This is an optimization exercise on Yosys and OpenROAD, whose aim is small area, a short achievable clock period and few clock cycles, not a production implementation.
Where RTL was checked, it was by simulation tests only, not by an equivalence proof against the original.
Only the layout flow was run in run 2; the RTL was not checked for function there.

==> flow/design.v, too long to show whole: its modules and the start of the top module <==
// module MandelbrotGen: 1952 lines
// module mfa: 4 lines
// module mha: 4 lines
// module mnor2: 3 lines
// module mnand2: 3 lines
module MandelbrotGen(
		input Clk_100M,           
		input  [4:0]BTNS,         
		input  SW0,               
		input  SW15,              
		output reg [18:0] addrA,  
		output reg [11:0] dinA,   
		output reg wea            
    );
  // ...
==> flow/flow/run.sh <==
#!/bin/bash
# Layout flow: the standard synthesis (standard.sh synth), then the
# standard ORFS layout steps (standard.sh's make command) with these changes:
#  - the resizer's timing repair aims for a larger setup slack margin, so that
#    it shortens the critical paths below the clock period;
#  - extra ORFS variables given in EXTRA below.
# Each tool's output goes to a log file in this folder.
set -euo pipefail
MARGIN=7.5
EXTRA='BUFFER_PORTS_ARGS="-buffer_cell sky130_fd_sc_hd__buf_2"'
bash standard.sh synth > synth.log 2>&1
sed -e "s/SETUP_SLACK_MARGIN=[0-9.]*/SETUP_SLACK_MARGIN=$MARGIN/" \
    -e "s|\"\${@:-finish}\"|$EXTRA \"\${@:-finish}\"|" standard.sh > layout.sh
bash layout.sh > layout.log 2>&1
==> flow/standard.sh <==
#!/bin/bash
# synth_recipe.tcl (not shown) runs the flow's synth.tcl, then flattens the netlist and writes it again
# the make line also repeats each setting of config.mk as NAME=value (left out here)
make -C /OpenROAD-flow-scripts/flow DESIGN_CONFIG=/design/flow/config.mk WORK_HOME=/design/flow/orfs CLKGATE_MAP_FILE= SYNTH_SCRIPT=/design/flow/synth_recipe.tcl "${@:-finish}"
==> flow/config.mk <==
export PLATFORM = sky130hd
export DESIGN_NAME = MandelbrotGen
export DESIGN_NICKNAME = MandelbrotGen
export VERILOG_FILES = /design/flow/design.v
export SDC_FILE = /design/flow/constraint.sdc
export NUM_CORES = 8
export LEC_CHECK = 0
export ABC_AREA = 1
export CAP_MARGIN = 70
export CORE_MARGIN = 2
export CORE_UTILIZATION = 40
export CTS_BUF_LIST = sky130_fd_sc_hd__clkbuf_8
export CTS_CLUSTER_DIAMETER = 100
export CTS_CLUSTER_SIZE = 10
export SETUP_SLACK_MARGIN = 5
export SLEW_MARGIN = 70
export SYNTH_HIERARCHICAL = 1
export SYNTH_MINIMUM_KEEP_SIZE = 0
export TNS_END_PERCENT = 0
==> flow/constraint.sdc <==
create_clock -name core_clock -period 11.0 [get_ports {Clk_100M}]
set_input_delay 2.2000 -clock core_clock [delete_from_list [all_inputs] [get_ports {Clk_100M}]]
set_output_delay 2.2000 -clock core_clock [all_outputs]
set_load 0.01 [all_outputs]
==> impl_metrics.yaml, run 1 <==
worst_setup_path:
  critPathRequiredTime_ns: 11.59
  critPathSlowestCell: "fa_2"
  path_max_fanout: 8
  worstSetupPathDepth: 13
floorplanning:
  rows: 102
  ios: 40
global_route:
  grt_first_pass_wirelength_um: 151000
  use_met1_pct: 33.8
final_layout:
  instances_no_fill: 4781
  area_growth_pct: 15.7
  largest_class: "multi-input combinational cells"
  num_antenna_cells: 2
  post-route-cell-area_mm2: 0.0359
clocking:
  clock_latency_ns: 0.72
  cts_root_buffer: "clkbuf_8"
  cts.htree.levels: 2
  cts_made_buffers: 46
sta:
  fin_hold_ws_ns: 0.327
  fin_crit_sh_pct: 33.0
route:
  dr.pass1.iters: 6
  drtIter0Drc: 2606
  highest_layer: "met5"
  routed_wirelength_um: 98600
place:
  place_inst: 4573
  gp_congestion: 0.952
synthesis:
  async_reset_ff_share_pct: 0
  seq_area_frac_synth_pct: 26.0
hold_path:
  min_path_type: "flop to flop"
outcome:
  status: "complete, no violations"
Testbench counts, summed over its fixed seeds: cycles 10,830,570.
==> run 2: changes to the inputs <==
--- a/flow/design.v
+++ b/flow/design.v
@@ -37,18 +37,17 @@
 reg [0:0] xc_q;
 reg [17:0] t0_q;
 reg [17:0] t1_q;
 reg [17:0] u1_q;
 reg [17:0] yh1_q;
 reg [0:0] yc_q;
 reg [17:0] zh0_q;
 reg [17:0] zh1_q;
-reg [12:0] zl0_q;
-reg [12:0] zl1_q;
+reg [0:0] zc_q;
 reg [17:0] cr2, ci2;
 reg [7:0] n2;
 reg v2, d2, t2;
 wire [17:0] zr1_n = ~zr1;
 wire p0;
 mnor2 u_p0 (zr1_n[0], zr1_n[2], p0);
 wire p1;
 mnor2 u_p1 (zr1_n[0], zr1_n[3], p1);
@@ -1694,27 +1693,26 @@
 wire p1308, p1309;
 mfa u_p1308 (p1034, p1301, p1306, p1308, p1309);
 wire p1310, p1311;
 mha u_p1310 (p1303, p1308, p1310, p1311);
 wire p1312, p1313;
 mfa u_p1312 (p999, p1018, p1035, p1312, p1313);
 wire p1314, p1315;
 mfa u_p1314 (p1307, p1312, p1309, p1314, p1315);
+wire [13:0] z_lo = {1'b0, {p1095, p1085, p1082, p1072, p1059, p1056, p1050, p1044, p1040, p1037, p876, p856, zi1[1]}} + {1'b0, {p1106, p1094, p1084, p1074, p1066, p1058, p1052, p1046, p1042, p1038, p1036, 1'b0, p855}};
 wire [0:0] xc_w = {x_lo[14]};
 wire [17:0] t0_w = {p834, p832, p830, p828, p826, p824, p822, p820, p818, p816, p814, p812, p810, p808, p806, p804, p802, p800};
 wire [17:0] t1_w = {p833, p831, p829, p827, p825, p823, p821, p819, p817, p815, p813, p811, p809, p807, p805, p803, p801, 1'b0};
 wire [17:0] u1_w = {p852, p851, p850, p849, p848, p847, p846, p845, p844, p843, p842, p841, p840, p839, p838, p837, p836, 1'b1};
 wire [17:0] yh1_w = {p795, p794, p785, p784, p771, p770, p753, p752, p731, p730, p718, p704, p677, p676, p662, p648, p636, p624};
 wire [0:0] yc_w = {y_lo[14]};
 wire [17:0] zh0_w = {p1311, p1310, p1299, p1298, p1283, p1282, p1263, p1262, p1239, p1238, p1211, p1210, p1179, p1163, p1147, p1133, p1119, p1116};
 wire [17:0] zh1_w = {p1314, p1305, p1304, p1291, p1290, p1273, p1272, p1251, p1250, p1225, p1224, p1195, p1194, p1178, p1162, p1146, p1132, p1118};
-wire [12:0] zl0_w = {p1095, p1085, p1082, p1072, p1059, p1056, p1050, p1044, p1040, p1037, p876, p856, zi1[1]};
-wire [12:0] zl1_w = {p1106, p1094, p1084, p1074, p1066, p1058, p1052, p1046, p1042, p1038, p1036, 1'b0, p855};
-wire [13:0] z_lo = {1'b0, zl0_q} + {1'b0, zl1_q};
+wire [0:0] zc_w = {z_lo[13]};
 wire q0, q1;
 mfa u_q0 (t0_q[0], t1_q[0], yh1_q[0], q0, q1);
 wire q2, q3;
 mfa u_q2 (t0_q[1], t1_q[1], yh1_q[1], q2, q3);
 wire q4, q5;
 mfa u_q4 (t0_q[2], t1_q[2], yh1_q[2], q4, q5);
 wire q6, q7;
 mfa u_q6 (t0_q[3], t1_q[3], yh1_q[3], q6, q7);
@@ -1853,17 +1851,17 @@
 wire q140, q141;
 mfa u_q140 (zh0_q[16], zh1_q[16], ci2[16], q140, q141);
 wire q142, q143;
 mfa u_q142 (zh0_q[17], zh1_q[17], ci2[17], q142, q143);
 wire [18:0] s_sum_t = {{q34, q32, q30, q28, q26, q24, q22, q20, q18, q16, q14, q12, q10, q8, q6, q4, q2, q0}, yc_q[0]} + {{q33, q31, q29, q27, q25, q23, q21, q19, q17, q15, q13, q11, q9, q7, q5, q3, q1, xc_q[0]}, yc_q[0]};
 wire [17:0] s_sum = s_sum_t[18:1];
 wire [18:0] nzr_t = {{q106, q104, q102, q100, q98, q96, q94, q92, q90, q88, q86, q84, q82, q80, q78, q76, q74, q72}, 1'b0} + {{q105, q103, q101, q99, q97, q95, q93, q91, q89, q87, q85, q83, q81, q79, q77, q75, q73, ~yc_q[0]}, 1'b0};
 wire [17:0] nzr = nzr_t[18:1];
-wire [18:0] nzi_t = {{q142, q140, q138, q136, q134, q132, q130, q128, q126, q124, q122, q120, q118, q116, q114, q112, q110, q108}, 1'b0} + {{q141, q139, q137, q135, q133, q131, q129, q127, q125, q123, q121, q119, q117, q115, q113, q111, q109, z_lo[13]}, 1'b0};
+wire [18:0] nzi_t = {{q142, q140, q138, q136, q134, q132, q130, q128, q126, q124, q122, q120, q118, q116, q114, q112, q110, q108}, 1'b0} + {{q141, q139, q137, q135, q133, q131, q129, q127, q125, q123, q121, q119, q117, q115, q113, q111, q109, zc_q[0]}, 1'b0};
 wire [17:0] nzi = nzi_t[18:1];
 wire esc_s  = (s_sum >= 18'd65505) & (s_sum <= 18'd131039);
 wire stop   = esc_s | (n2 == 8'd149);
 wire retire = v2 & d2 & (t2 == hpar) & ~restart;
 wire take   = (~v2 | retire) & ~restart;
 wire pan = pan_im | pan_re;
 wire [17:0] add_a = pan_im ? im0 : pan_re ? re0 : col0 ? ci1 : cr1;
 wire [17:0] add_b = pan ? {shift[12:0], 5'b0} : shift;
@@ -1899,18 +1897,17 @@
 	xc_q <= xc_w;
 	t0_q <= t0_w;
 	t1_q <= t1_w;
 	u1_q <= u1_w;
 	yh1_q <= yh1_w;
 	yc_q <= yc_w;
 	zh0_q <= zh0_w;
 	zh1_q <= zh1_w;
-	zl0_q <= zl0_w;
-	zl1_q <= zl1_w;
+	zc_q <= zc_w;
 	cr2 <= cr1; ci2 <= ci1; n2 <= n1; d2 <= d1; t2 <= t1;
 	v2 <= v1 & ~restart;
 	zr1 <= zr_nx;
 	zi1 <= zi_nx;
 		if (take) begin
 		cr1 <= crn; ci1 <= cin;
 		n1 <= 8'd0; d1 <= 1'b0; t1 <= ipar;
 	end else begin
==> run 2 against run 1 <==
  * Area after synthesis shrank 1.9%
  * Flip-flop and latch count shrank 24
  * First-iteration DRC count shrank 22%
  * Critical path depth grew 3
  * Clock-buffer cell count shrank 4
  * Final cell count shrank 4.0%
  * Routed wire length shrank 10%
  * Critical endpoint is now zc_q
==> impl_metrics.yaml, run 2 <==
place:
  io_buffers: 36
  place_inst: 4450
  pre_cts_slack_ns: 6.20
  place_hpwl_um: 65400
  gp_congestion: 0.901
synthesis:
  synth_area_leaders: "fa_1 (28%), dfxtp_1 (20%), nand2_1 (7.4%)"
  synth_cells: 3497
  seq_area_frac_synth_pct: 24.9
  synth_area_per_cell_um2: 8.70
  synth_cell_types: 60
  synthTopCellsByCount: "nand2_1 (600), nor2_1 (457), fa_1 (418)"
  ys_ff_latch: 352
  async_reset_ff_share_pct: 0
  synthFlopType: "dfxtp_1"
  synth_area_leader_cell: "fa_1"
  synth.most_common_cell: "nand2_1"
  synth_edf_count: 54
  synth_area_mm2: 0.0304
  yosysTopAreaCellShare_pct: 27.5
  ys_warn_count: 7
worst_setup_path:
  r2r_end: "zc_q"
  r2r_cells: 16
  end_kind: "flop"
  path_max_fanout: 6
  critPathSlowestCell: "fa_1"
  r2r_setup_slack_ns: 6.92
  cpPeakStageDelay_ns: 0.53
  startpoint_type: "flop"
  crit_type: "flop to flop"
  crit_chain: "clkinvlp_4 -> buf_12 -> o21ai_4 -> buf_8 -> buf_4 -> o22ai_2 -> xor2_2 -> fa_1 -> fa_1 -> fa_1 -> ha_4 -> ha_4 -> nand4_1 -> inv_2 -> a2111oi_4 -> o41ai_2"
  critPathBufInv: 5
  r2r_start: "zi1[3]"
  path_delay_family: "adder cells"
  critPathRequiredTime_ns: 11.53
  critPathMostFrequentCell: "fa_1"
  cp.arrival_ns: 4.61
sta:
  drv_slew: 0
  max_freq_mhz: 245
  finalSetupTns_ns: 0
  fin_hold_ws_ns: 0.317
  finalCriticalPeriod_ns: 4.08
  setup_ws_ns: 6.92
  finClkSkew_ns: 0.0681
  timing_hold_violations_final: 0
  fin_crit_sh_pct: 37.1
  rsz0062_at_grt: "true"
  setup_viol: 0
clocking:
  cts_made_buffers: 43
  clock-sinks: 352
  cts_tree: "yes"
  clock_latency_ns: 0.68
  hold_buffers: 0
  cts.htree.levels: 2
  cts_root_buffer: "clkbuf_8"
  path_clk_slew_ns: 0.08
  clk_path_buf_depth: 3
final_layout:
  area_growth_pct: 11.4
  final_cell_mix: "nand2_1 (590), nor2_1 (445), fa_1 (411)"
  largest_reg_flops: 19
  top_register: "addrA"
  final_nets: 4170
  fillers: 7467
  instances_no_fill: 4588
  layout-drive-gt1-share_pct: 10.5
  final_common_cell: "nand2_1"
  utilization_pct: 44.8
floorplanning:
  start_util_pct: 40.2
  coreArea_mm2: 0.0756
  rows: 101
  die_h_um: 280
  dieArea_mm2: 0.0783
  ios: 40
  die_w_um: 280
route:
  antenna_left: 0
  routed_wirelength_um: 88700
  avgViaCountPerCell: 5.42
  drc: 0
  drtIter0Drc: 2030
  dr.pass1.iters: 6
  wire_per_inst_um: 19.3
  routed-via-count: 24900
hold_path:
  hold_start: "n1[6]"
  hold_end: "n2[6]"
  min_path_type: "flop to flop"
  min_path_cells: 0
outcome:
  status: "complete, no violations"
global_route:
  antenna_found_initial: 0
  grt_overflow: 0
  grt_first_pass_wirelength_um: 141000
  gr-usage-all-layers_pct: 23.0
  grt_pass1_vias: 25600
  grt_max_degree: 59
run:
  max-cap-violations: 0
==> run 2: cell types whose count changed after synthesis, sizes merged, moves of 4 or more <==
cell	delta
inv	-17
o22ai	-4
dfxtp	-24
xor2	-9
clkbuf	-4
nand3	-13
xnor2	+6
nor2	-13
o21a	-4
nand2	-10
==> run 2: per-layer routing <==
| metal | GRT usage [%] | wire length, um | part of all wire [%] |
|---|---|---|---|
| met1 | 31.2 | 37900 | 43 |
| met3 | 5.10 | 7440 | 8.4 |
| met5 | 0 | 0 | 0 |
| met4 | 8.01 | 3380 | 3.8 |
| met2 | 36.2 | 39900 | 45 |
==> run 2: layout make-up <==
cell class              instances  area [um2]  area share [%]
diodes                          1        2.50         0.00739
clock buffers                  43         592            1.75
clock inverters                21         123           0.362
inverters                     330        1310            3.88
multi-input cells            2707       21600            63.8
flip-flops and latches        352        7640            22.6
well taps                     978        1220            3.61
repair buffers                153        1350            3.97
repair inverters                3        20.0          0.0591
==> run 2: Yosys stat by module, one instance, submodules excluded <==
module	cells	flip-flops and latches	area, um2	times used
mnand2	1	0	3.75	28
MandelbrotGen	2707	352	20300	1
mfa	1	0	20.0	414
mha	1	0	12.5	50
mnor2	1	0	3.75	298
==> run 2: cell families (layout without fill, tap and decap cells) <==
family	after synthesis	count (layout)	synth area share [%]
AO/OA/AOI/OAI	618	618	11.8
flip-flops	352	352	24.9
AND/OR/NAND/NOR	1295	1295	17.6
buffers and inverters	448	550	5.66
XOR/XNOR	207	207	6.01
adder cells (fa/ha/maj)	572	572	33.9
other	2	13	0.0247
multiplexers	3	3	0.0987
==> run 2: worst max-delay path by stage <==
stage	from	end	slack, ns	depth (start not counted)
2_1_floorplan	zi1[9]	zc_q	7.03	14
3_3_place_gp	zi1[11]	zc_q	6.04	13
3_5_place_dp	zi1[9]	zc_q	6.20	14
4_1_cts	zi1[1]	zc_q	7.00	16
5_1_grt	zi1[1]	zc_q	6.80	16
6_report	zi1[3]	zc_q	6.92	16
==> run 2: what timing repair did <==
action                                  in CTS  in global routing
buffers inserted                            35                 31
gates cloned                                 4                  2
pin swaps                                   16                 25
endpoints found under the setup margin     184                168
gates resized for setup                     46                 60
==> run 2: per-stage QoR <==
step / instance area (um2)
after floorplan: 30700
after global placement: 31800
after detailed placement: 32100
after global routing: 33900
after CTS: 33300
final: 33900

-- separate check: timing with driven ports --
The results above use ideal ports. As a check the final layouts listed here were re-extracted and re-timed, cells and wires unchanged.
Step 1 assumes that a clkbuf_16 drives the clock port and a buf_2 every other input.
Step 2 moves the port delays by t, midway between the first and last clock arrival at a register: inputs arrive t later, outputs are due t later. That takes back most of the time a late clock gives input paths.
Three values: no drivers, after step 1, after step 2; two values: the first two.
run | shift t [ns] | setup WS [ns] | worst data-port slew with drivers (ns)
run 1 | 0.746 | 7.365 / 7.365 / 7.365 | 0.03
run 2 | 0.692 | 6.916 / 6.916 / 6.916 | 0.03
After both steps every run listed still meets setup and hold.
